Context: an optimization exercise on an open-source flow, tuned for small area and a short achievable clock period. The choices shown serve that exercise and are no tape-out recipe. Where RTL was checked, it was by simulation tests only, not by an equivalence proof against the original.

Design cubic_fixed, start of the top module:
module cubic_fixed #(
    parameter int WID     = 16,    
    parameter int FBITS   = 8      
)(
    input  logic                        clk,
    input  logic                        rst,
    input  logic signed [WID-1:0]       x,
    input  logic signed [WID-1:0]       a0,
    input  logic signed [WID-1:0]       a1,
    input  logic signed [WID-1:0]       a2,
    output logic signed [WID-1:0]       y
);
    wire        s_in = x[15];
    wire [11:0] u = x[11:0] ^ {12{s_in}};
    wire        x2sat_in = (x >= 16'sd2897) || (x <= -16'sd2897);
    wire        x3sat_in = (x >= 16'sd1291) || (x <= -16'sd1291);
    wire sq_s0, sq_c0;
    wire sq_s1, sq_c1;
    wire sq_s2, sq_c2;
    wire sq_s3, sq_c3;
    wire sq_s4, sq_c4;
    wire sq_s5, sq_c5;
    wire sq_s6, sq_c6;
    wire sq_s7, sq_c7;
    wire sq_s8, sq_c8;
    wire sq_s9, sq_c9;
    wire sq_s10, sq_c10;
    wire sq_s11, sq_c11;
    wire sq_s12, sq_c12;
    wire sq_s13, sq_c13;
  ...
Size: about 130 flip-flops, about 82 I/O pins, ~25000 sq um of cells after synthesis.
clock: 15.0 ns
lec_check: 0
abc_area: 1
cap_margin: 20
core_margin: 2
core_utilization: 40
cts_buf_list: sky130_fd_sc_hd__clkbuf_8
cts_cluster_size: 30
slew_margin: 20
synth_hierarchical: 1
standard.sh (not shown) runs the stock make flow with config.mk's settings and CLKGATE_MAP_FILE= SYNTH_SCRIPT=/design/flow/synth_recipe.tcl, a recipe that flattens the netlist after the stock synthesis.
==> flow/flow/run.sh <==
#!/bin/bash
# Standard ORFS layout (the standard.sh) with two changes:
#  - port buffers use buf_1 instead of the default delay-buffer cell;
#  - timing repair (after floorplan, CTS and global routing) aims for
#    9 ns of setup slack at the 15 ns clock, so the resizer sizes the
#    critical paths.  The SDC (clock period, I/O delays, load) is unchanged.
# Each ORFS step writes its own log under orfs/logs/; make's output goes to
# standard.log.
set -euo pipefail
export BUFFER_PORTS_ARGS="-buffer_cell sky130_fd_sc_hd__buf_1"
export SETUP_SLACK_MARGIN=9
bash standard.sh > standard.log 2>&1
Next try:
==> flow/flow/run.sh (replaced) <==
#!/bin/bash
# Standard ORFS layout (the standard.sh) with two changes:
#  - port buffers use buf_1 instead of the default delay-buffer cell;
#  - timing repair (after floorplan, CTS and global routing) aims for
#    9.5 ns of setup slack at the 15 ns clock, so the resizer sizes the
#    critical paths.  The SDC (clock period, I/O delays, load) is unchanged.
# Each ORFS step writes its own log under orfs/logs/; make's output goes to
# standard.log.
set -euo pipefail
export BUFFER_PORTS_ARGS="-buffer_cell sky130_fd_sc_hd__buf_1"
export SETUP_SLACK_MARGIN=9.5
bash standard.sh > standard.log 2>&1
--- a/flow/config.mk
+++ b/flow/config.mk
@@ -10,6 +10,4 @@
 export CORE_MARGIN = 2
 export CORE_UTILIZATION = 40
-export CTS_BUF_LIST = sky130_fd_sc_hd__clkbuf_8
-export CTS_CLUSTER_SIZE = 30
 export SLEW_MARGIN = 20
 export SYNTH_HIERARCHICAL = 1
The changed run completed with no timing, DRC or antenna violations.
Non-clock buffer count is higher by 99.
Routed wire length is higher by 7.0%.
Flip-flop and latch count does not change.
Worst setup slack gets better by 0.12 ns.
First-iteration DRC count is higher by 10%.
Area after synthesis is unchanged.
Final area is higher by 12%.
Next try:
==> flow/flow/run.sh (replaced) <==
#!/bin/bash
# Standard ORFS layout (the standard.sh) with two changes:
#  - port buffers use buf_1 instead of the default delay-buffer cell;
#  - timing repair (after floorplan, CTS and global routing) aims for
#    9 ns of setup slack at the 15 ns clock, so the resizer sizes the
#    critical paths.  The SDC (clock period, I/O delays, load) is unchanged.
# Each ORFS step writes its own log under orfs/logs/; make's output goes to
# standard.log.
set -euo pipefail
export BUFFER_PORTS_ARGS="-buffer_cell sky130_fd_sc_hd__buf_1"
export SETUP_SLACK_MARGIN=9
bash standard.sh > standard.log 2>&1
--- a/flow/config.mk
+++ b/flow/config.mk
@@ -7,7 +7,7 @@
 export LEC_CHECK = 0
 export ABC_AREA = 1
-export CAP_MARGIN = 20
+export CAP_MARGIN = 5
 export CORE_MARGIN = 2
 export CORE_UTILIZATION = 40
-export SLEW_MARGIN = 20
+export SLEW_MARGIN = 5
 export SYNTH_HIERARCHICAL = 1
Routed wire length decreases by 6.4%.
Worst setup slack is worse by 0.14 ns.
Hold slack is about the same.
Fmax falls by 2.4%.
Core utilization falls by 4.8 points.
Register-to-register slack is about the same.
Global-route usage came out lower by 1.1 points.
Flip-flop and latch count stays the same.
Next try:
==> flow/flow/run.sh (replaced) <==
#!/bin/bash
# Standard ORFS layout (the standard.sh) with two changes:
#  - port buffers use buf_1 instead of the default delay-buffer cell;
#  - timing repair (after floorplan, CTS and global routing) aims for
#    9.25 ns of setup slack at the 15 ns clock, so the resizer sizes the
#    critical paths.  The SDC (clock period, I/O delays, load) is unchanged.
# Each ORFS step writes its own log under orfs/logs/; make's output goes to
# standard.log.
set -euo pipefail
export BUFFER_PORTS_ARGS="-buffer_cell sky130_fd_sc_hd__buf_1"
export SETUP_SLACK_MARGIN=9.25
bash standard.sh > standard.log 2>&1
--- a/flow/config.mk
+++ b/flow/config.mk
@@ -7,7 +7,7 @@
 export LEC_CHECK = 0
 export ABC_AREA = 1
-export CAP_MARGIN = 5
+export CAP_MARGIN = 20
 export CORE_MARGIN = 2
 export CORE_UTILIZATION = 40
-export SLEW_MARGIN = 5
+export SLEW_MARGIN = 20
 export SYNTH_HIERARCHICAL = 1
The new run completed with no timing, DRC or antenna violations.
Area after synthesis does not change.
Setup slack gets better by 0.075 ns.
Hold slack is about the same.
Wire length is higher slightly.
Final cell count is higher slightly.
Core utilization is higher by 2.2 points.
Global-route usage is higher by 0.29 points.
Synthesized cell count does not change.
Next try:
==> flow/flow/run.sh (replaced) <==
#!/bin/bash
# Standard ORFS layout (the standard.sh) with two changes:
#  - port buffers use buf_1 instead of the default delay-buffer cell;
#  - timing repair (after floorplan, CTS and global routing) aims for
#    9 ns of setup slack at the 15 ns clock, so the resizer sizes the
#    critical paths.  The SDC (clock period, I/O delays, load) is unchanged.
# Each ORFS step writes its own log under orfs/logs/; make's output goes to
# standard.log.
set -euo pipefail
export BUFFER_PORTS_ARGS="-buffer_cell sky130_fd_sc_hd__buf_1"
export SETUP_SLACK_MARGIN=9
bash standard.sh > standard.log 2>&1
--- a/flow/config.mk
+++ b/flow/config.mk
@@ -10,4 +10,5 @@
 export CORE_MARGIN = 2
 export CORE_UTILIZATION = 40
+export CTS_BUF_LIST = sky130_fd_sc_hd__clkbuf_4 sky130_fd_sc_hd__clkbuf_8
 export SLEW_MARGIN = 20
 export SYNTH_HIERARCHICAL = 1
Effect: Clock skew rose by 0.0070 ns; final area fell by a few percent; core utilization fell by 2.6 points.

---

cubic_fixed, a different RTL version from the one above (not shown whole).
For scale: about 3100 cells after synthesis, ~110 flip-flops, about 82 I/O pins, roughly 0.024 mm^2 of cells after synthesis.
==> flow/config.mk <==
export PLATFORM = sky130hd
export DESIGN_NAME = cubic_fixed
export DESIGN_NICKNAME = cubic_fixed
export VERILOG_FILES = /design/flow/design.v
export SDC_FILE = /design/flow/constraint.sdc
export NUM_CORES = 4
export LEC_CHECK = 0
export ABC_AREA = 1
export CAP_MARGIN = 20
export CORE_MARGIN = 2
export CORE_UTILIZATION = 40
export SLEW_MARGIN = 20
export SYNTH_HIERARCHICAL = 1
==> flow/constraint.sdc <==
create_clock -name core_clock -period 15.0 [get_ports {clk}]
set_input_delay 3.0000 -clock core_clock [delete_from_list [all_inputs] [get_ports {clk}]]
set_output_delay 3.0000 -clock core_clock [all_outputs]
set_load 0.01 [all_outputs]
==> flow/flow/run.sh <==
#!/bin/bash
# Standard ORFS layout (the standard.sh) with two changes:
#  - port buffers use buf_4 instead of the default delay-buffer cell;
#  - timing repair (after floorplan, CTS and global routing) aims for
#    9 ns of setup slack at the 15 ns clock, so the resizer sizes the
#    critical paths.  The SDC (clock period, I/O delays, load) is unchanged.
# Each ORFS step writes its own log under orfs/logs/; make's output goes to
# standard.log.
set -euo pipefail
export BUFFER_PORTS_ARGS="-buffer_cell sky130_fd_sc_hd__buf_4"
export SETUP_SLACK_MARGIN=9
bash standard.sh > standard.log 2>&1
The baseline produced a clean layout.
Then changed:
==> flow/flow/run.sh (replaced) <==
#!/bin/bash
# Standard ORFS layout (the standard.sh) with two changes:
#  - port buffers use buf_4 instead of the default delay-buffer cell;
#  - timing repair (after floorplan, CTS and global routing) aims for
#    8 ns of setup slack at the 15 ns clock, so the resizer sizes the
#    critical paths.  The SDC (clock period, I/O delays, load) is unchanged.
# Each ORFS step writes its own log under orfs/logs/; make's output goes to
# standard.log.
set -euo pipefail
export BUFFER_PORTS_ARGS="-buffer_cell sky130_fd_sc_hd__buf_4"
export SETUP_SLACK_MARGIN=8
bash standard.sh > standard.log 2>&1
Core utilization shrinks by 3.9 points.
Wire length shrinks by 5.0%.
Non-clock buffer count shrinks by 82.
Fmax shrinks by 10%.
Cell area shrinks by 8.2%.
Sequential share of layout area grows by 0.62 points.
Count of clock-buffer cells in the layout is unchanged.
Worst hold slack stays flat.
Die area does not change.
Then changed:
==> flow/flow/run.sh (replaced) <==
#!/bin/bash
# Standard ORFS layout (the standard.sh) with two changes:
#  - port buffers use buf_4 instead of the default delay-buffer cell;
#  - timing repair (after floorplan, CTS and global routing) aims for
#    8.5 ns of setup slack at the 15 ns clock, so the resizer sizes the
#    critical paths.  The SDC (clock period, I/O delays, load) is unchanged.
# Each ORFS step writes its own log under orfs/logs/; make's output goes to
# standard.log.
set -euo pipefail
export BUFFER_PORTS_ARGS="-buffer_cell sky130_fd_sc_hd__buf_4"
export SETUP_SLACK_MARGIN=8.5
bash standard.sh > standard.log 2>&1
=>
- The changed run passed the timing, design-rule and antenna checks
- maximum frequency climbs by a few percent
- die area does not change
- synthesized cell count stays the same
- final area climbs slightly

---

cubic_fixed, a different RTL version from the one above (not shown whole).
For scale: ~150 flip-flops, roughly 82 I/O pins, about 26000 µm² of cells after synthesis.
==> flow/config.mk <==
export PLATFORM = sky130hd
export DESIGN_NAME = cubic_fixed
export DESIGN_NICKNAME = cubic_fixed
export VERILOG_FILES = /design/flow/design.v
export SDC_FILE = /design/flow/constraint.sdc
export NUM_CORES = 4
export LEC_CHECK = 0
export ABC_AREA = 1
export CAP_MARGIN = 20
export CORE_MARGIN = 2
export CORE_UTILIZATION = 40
export SLEW_MARGIN = 20
==> flow/constraint.sdc <==
create_clock -name core_clock -period 15.0 [get_ports {clk}]
set_input_delay 3.0000 -clock core_clock [delete_from_list [all_inputs] [get_ports {clk}]]
set_output_delay 3.0000 -clock core_clock [all_outputs]
set_load 0.01 [all_outputs]
==> flow/flow/run.sh <==
#!/bin/bash
# Standard ORFS layout (the standard.sh) with two changes:
#  - port buffers use buf_4 instead of the default delay-buffer cell;
#  - timing repair (after floorplan, CTS and global routing) aims for
#    8 ns of setup slack at the 15 ns clock, so the resizer sizes the
#    critical paths.  The SDC (clock period, I/O delays, load) is unchanged.
# Each ORFS step writes its own log under orfs/logs/; make's output goes to
# standard.log.
set -euo pipefail
export BUFFER_PORTS_ARGS="-buffer_cell sky130_fd_sc_hd__buf_4"
export SETUP_SLACK_MARGIN=8
bash standard.sh > standard.log 2>&1
Then changed:
--- a/flow/flow/run.sh
+++ b/flow/flow/run.sh
@@ -5 +5 @@
-#    8 ns of setup slack at the 15 ns clock, so the resizer sizes the
+#    9 ns of setup slack at the 15 ns clock, so the resizer sizes the
@@ -11 +11 @@
-export SETUP_SLACK_MARGIN=8
+export SETUP_SLACK_MARGIN=9
The new run finished with timing, DRC and antenna clean. Worst hold slack stays flat. Global-route usage increases by 0.72 points. First-iteration DRC count increases by a few percent. Design area increases by a little under a tenth. Die area stays the same.
Function was not checked in any run of this note: the RTL went through the layout flow alone.

---

## run A
cubic_fixed with an RTL version that a note above also has.
For scale: about 130 flip-flops, roughly 82 I/O pins.
clock: 15.0 ns
lec_check: 0
abc_area: 1
cap_margin: 20
core_margin: 2
core_utilization: 40
gpl_timing_driven: 0
slew_margin: 20
synth_hierarchical: 1
==> flow/flow/run.sh <==
#!/bin/bash
# Standard ORFS layout (the standard.sh) with two changes:
#  - port buffers use buf_1 instead of the default delay-buffer cell;
#  - timing repair (after floorplan, CTS and global routing) aims for
#    9 ns of setup slack at the 15 ns clock, so the resizer sizes the
#    critical paths.  The SDC (clock period, I/O delays, load) is unchanged.
# Each ORFS step writes its own log under orfs/logs/; make's output goes to
# standard.log.
set -euo pipefail
export BUFFER_PORTS_ARGS="-buffer_cell sky130_fd_sc_hd__buf_1"
export SETUP_SLACK_MARGIN=9
bash standard.sh > standard.log 2>&1
#### Input delta (run B over run A)
Settings: GPL_TIMING_DRIVEN: 0 -> unset.
[summary]
Compared with run A, run B ends up with less cell area. In the tables for run A and run B, met1 track utilization from global routing reads lower with run B. Run B vs run A — layout inverter count without the clock tree rose 5. Comparing number of cells on the critical path for run A and run B, the bigger number came from run B.
Changes in run C relative to run B:
Settings: an added GPL_ROUTABILITY_DRIVEN of 0; a change of CORE_UTILIZATION from 40 to 55.
Results
Run C reached the end of the flow, and the finished layout is clean on the timing, design-rule and antenna checks.
From run B to run C the numbers moved as follows: via count moved up; count of plain and timing-repair buffers in the layout moved up; setup slack moved up; final non-filler cell total moved down.
Worst hold margin delta (run B -> run C): insignificant
Synthesized cell count: run C vs run B, no meaningful difference
Die footprint ends up lower on run C.
Run B reports its highest metal layer with signal wires as met4 while run C reports met5.
Re maximum number of pins on one net before global-route repair: run C is about 5.6% down on run B.
The slowest cell on the critical path comes out fa_2 in one run and fa_1 in the other, namely in run B and run C respectively.
Relative to run B, worst relative slew slack has increased by 3.5 points in run C.
## Diff of input files: run D against run C
Settings: clearing GPL_ROUTABILITY_DRIVEN, which used to be 0; putting PLACE_DENSITY at 0.45 where nothing was set; swapping 55 for 40 in CORE_UTILIZATION.
==> summary.txt <==
Sort run C and run D by routed wire length, descending, and run D comes first. Summary of run D over run C: detailed-placement wirelength estimate increased by about 12% relative to the old numbers; cell count increased by 5.4% relative to the old numbers; fraction of area in multi-input gates decreased by 0.81 points relative to the old numbers. When run D is set beside run C, its final critical-path setup slack turns out to be 0.026 ns smaller. On shortest period the worst path allows: between run C and run D, it ends up higher for run D. Critical path depth came out higher on run D than on run C.

---

Starting RTL as in the previous note.
Design cubic_fixed, start of the top module:
module cubic_fixed #(
    parameter int WID     = 16,    
    parameter int FBITS   = 8      
)(
    input  logic                        clk,
    input  logic                        rst,
    input  logic signed [WID-1:0]       x,
    input  logic signed [WID-1:0]       a0,
    input  logic signed [WID-1:0]       a1,
    input  logic signed [WID-1:0]       a2,
    output logic signed [WID-1:0]       y
);
    wire        s_in = x[15];
    wire [11:0] u = x[11:0] ^ {12{s_in}};
    wire        x2sat_in = (x >= 16'sd2897) || (x <= -16'sd2897);
    wire        x3sat_in = (x >= 16'sd1291) || (x <= -16'sd1291);
    wire sq_s0, sq_c0;
    wire sq_s1, sq_c1;
    wire sq_s2, sq_c2;
    wire sq_s3, sq_c3;
    wire sq_s4, sq_c4;
    wire sq_s5, sq_c5;
    wire sq_s6, sq_c6;
    wire sq_s7, sq_c7;
    wire sq_s8, sq_c8;
    wire sq_s9, sq_c9;
    wire sq_s10, sq_c10;
    wire sq_s11, sq_c11;
    wire sq_s12, sq_c12;
    wire sq_s13, sq_c13;
    wire sq_s14, sq_c14;
    wire sq_s15, sq_c15;
    wire sq_s16, sq_c16;
    wire sq_s17, sq_c17;
    wire sq_s18, sq_c18;
    wire sq_s19, sq_c19;
    wire sq_s20, sq_c20;
    wire sq_s21, sq_c21;
    wire sq_s22, sq_c22;
    wire sq_s23, sq_c23;
    wire sq_s24, sq_c24;
    wire sq_s25, sq_c25;
    wire sq_s26, sq_c26;
    wire sq_s27, sq_c27;
    wire sq_s28, sq_c28;
    wire sq_s29, sq_c29;
    wire sq_s30, sq_c30;
    wire sq_s31, sq_c31;
    wire sq_s32, sq_c32;
    wire sq_s33, sq_c33;
    wire sq_s34, sq_c34;
    wire sq_s35, sq_c35;
    wire sq_s36, sq_c36;
    wire sq_s37, sq_c37;
    wire sq_s38, sq_c38;
    wire sq_s39, sq_c39;
    wire sq_s40, sq_c40;
    wire sq_s41, sq_c41;
    wire sq_s42, sq_c42;
    wire sq_s43, sq_c43;
    wire sq_s44, sq_c44;
    wire sq_s45, sq_c45;
    wire sq_s46, sq_c46;
    wire sq_s47, sq_c47;
    wire sq_s48, sq_c48;
    wire sq_s49, sq_c49;
    wire sq_s50, sq_c50;
    wire sq_s51, sq_c51;
    wire sq_s52, sq_c52;
  ...
==> flow/config.mk <==
export PLATFORM = sky130hd
export DESIGN_NAME = cubic_fixed
export DESIGN_NICKNAME = cubic_fixed
export VERILOG_FILES = /design/flow/design.v
export SDC_FILE = /design/flow/constraint.sdc
export NUM_CORES = 4
export LEC_CHECK = 0
export ABC_AREA = 1
export CAP_MARGIN = 20
export CORE_MARGIN = 2
export CORE_UTILIZATION = 40
export PLACE_DENSITY = 0.8
export SLEW_MARGIN = 20
export SYNTH_HIERARCHICAL = 1
==> flow/constraint.sdc <==
create_clock -name core_clock -period 15.0 [get_ports {clk}]
set_input_delay 3.0000 -clock core_clock [delete_from_list [all_inputs] [get_ports {clk}]]
set_output_delay 3.0000 -clock core_clock [all_outputs]
set_load 0.01 [all_outputs]
Scripts as last shown in full above: flow/flow/run.sh
Change:
==> flow/flow/run.sh (replaced) <==
#!/bin/bash
# Standard ORFS layout (the standard.sh) with two changes:
#  - port buffers use buf_1 instead of the default delay-buffer cell;
#  - timing repair (after floorplan, CTS and global routing) aims for
#    10 ns of setup slack at the 15 ns clock, so the resizer sizes the
#    critical paths.  The SDC (clock period, I/O delays, load) is unchanged.
# Each ORFS step writes its own log under orfs/logs/; make's output goes to
# standard.log.
set -euo pipefail
export BUFFER_PORTS_ARGS="-buffer_cell sky130_fd_sc_hd__buf_1"
export SETUP_SLACK_MARGIN=10
bash standard.sh > standard.log 2>&1
- PLACE_DENSITY: 0.8 -> unset
The new run finished with timing, DRC and antenna clean.
Non-clock buffer count goes up by 203.
Routed wire length came out higher by 8.8%.
Final area went up by 19%.
Change:
==> flow/flow/run.sh (replaced) <==
#!/bin/bash
# Standard ORFS layout (the standard.sh) with two changes:
#  - port buffers use buf_1 instead of the default delay-buffer cell;
#  - timing repair (after floorplan, CTS and global routing) aims for
#    8.5 ns of setup slack at the 15 ns clock, so the resizer sizes the
#    critical paths.  The SDC (clock period, I/O delays, load) is unchanged.
# Each ORFS step writes its own log under orfs/logs/; make's output goes to
# standard.log.
set -euo pipefail
export BUFFER_PORTS_ARGS="-buffer_cell sky130_fd_sc_hd__buf_1"
export SETUP_SLACK_MARGIN=8.5
bash standard.sh > standard.log 2>&1
After rerunning: The changed run completed with no timing, DRC or antenna violations. Fmax shrinks by 7.8%. Non-clock buffer count goes down by 230. Routed wire length came out lower by 9.1%. Register-to-register slack degrades by 640 ps. Clock-buffer cell count does not change. Cell count goes down by 5.8%. Synthesized area does not change.

-- re-timing with driven ports --
How much do the figures lean on ideal ports? The routed layouts below were timed once more, with nothing changed but the port constraints. Step 1: set_driving_cell puts a clkbuf_16 on clk and a buf_2 on each other input, an assumption about the parent block. Step 2, shift: input delay + t, output delay - t, t = (earliest + latest rising clock arrival at the registers) / 2. This alone moves slack from input paths to output paths. Three values: no drivers, after step 1, after step 2; two values: the first two.
run	shift t [ns]	setup slack, ns	slew at the worst register clock pin (ns)	worst slew at a driven data input, ns	cell pins on the clock port's net
the first run of note 1	0.587	9.153 / 9.173 / 8.604	0.11 / 0.11	0.08	1
the second run of note 1	0.540	9.276 / 9.291 / 8.764	0.09 / 0.09	0.09	1
the third run of note 1	0.532	9.133 / 9.155 / 8.623	0.08 / 0.08	0.08	1
the fourth run of note 1	0.535	9.208 / 9.245 / 8.710	0.07 / 0.07	0.07	1
the fifth run of note 1	0.587	9.153 / 9.173 / 8.604	0.11 / 0.11	0.08	1
the first run of note 2	0.539	9.108 / 9.108 / 8.574	0.07 / 0.07	0.07	1
the second run of note 2	0.532	8.454 / 8.454 / 8.211	0.07 / 0.07	0.06	1
the third run of note 2	0.532	8.705 / 8.740 / 8.208	0.07 / 0.07	0.06	1
the first run of note 3	0.546	8.329 / 8.329 / 8.329	0.09 / 0.09	0.05	1
the second run of note 3	0.549	8.817 / 8.759 / 8.962	0.09 / 0.09	0.06	1
run A	0.549	9.095 / 9.136 / 8.587	0.10 / 0.10	0.06	1
run B	0.532	9.133 / 9.155 / 8.623	0.08 / 0.08	0.08	1
run C	0.524	9.149 / 9.181 / 8.657	0.07 / 0.07	0.08	1
run D	0.532	9.123 / 9.138 / 8.605	0.08 / 0.08	0.06	1
the first run of note 5	0.536	9.139 / 9.139 / 8.642	0.08 / 0.08	0.09	1
the second run of note 5	0.537	9.255 / 9.257 / 8.720	0.08 / 0.08	0.13	1
the third run of note 5	0.540	8.768 / 8.800 / 8.261	0.08 / 0.08	0.08	1
After both steps setup and hold are still met in every run listed.
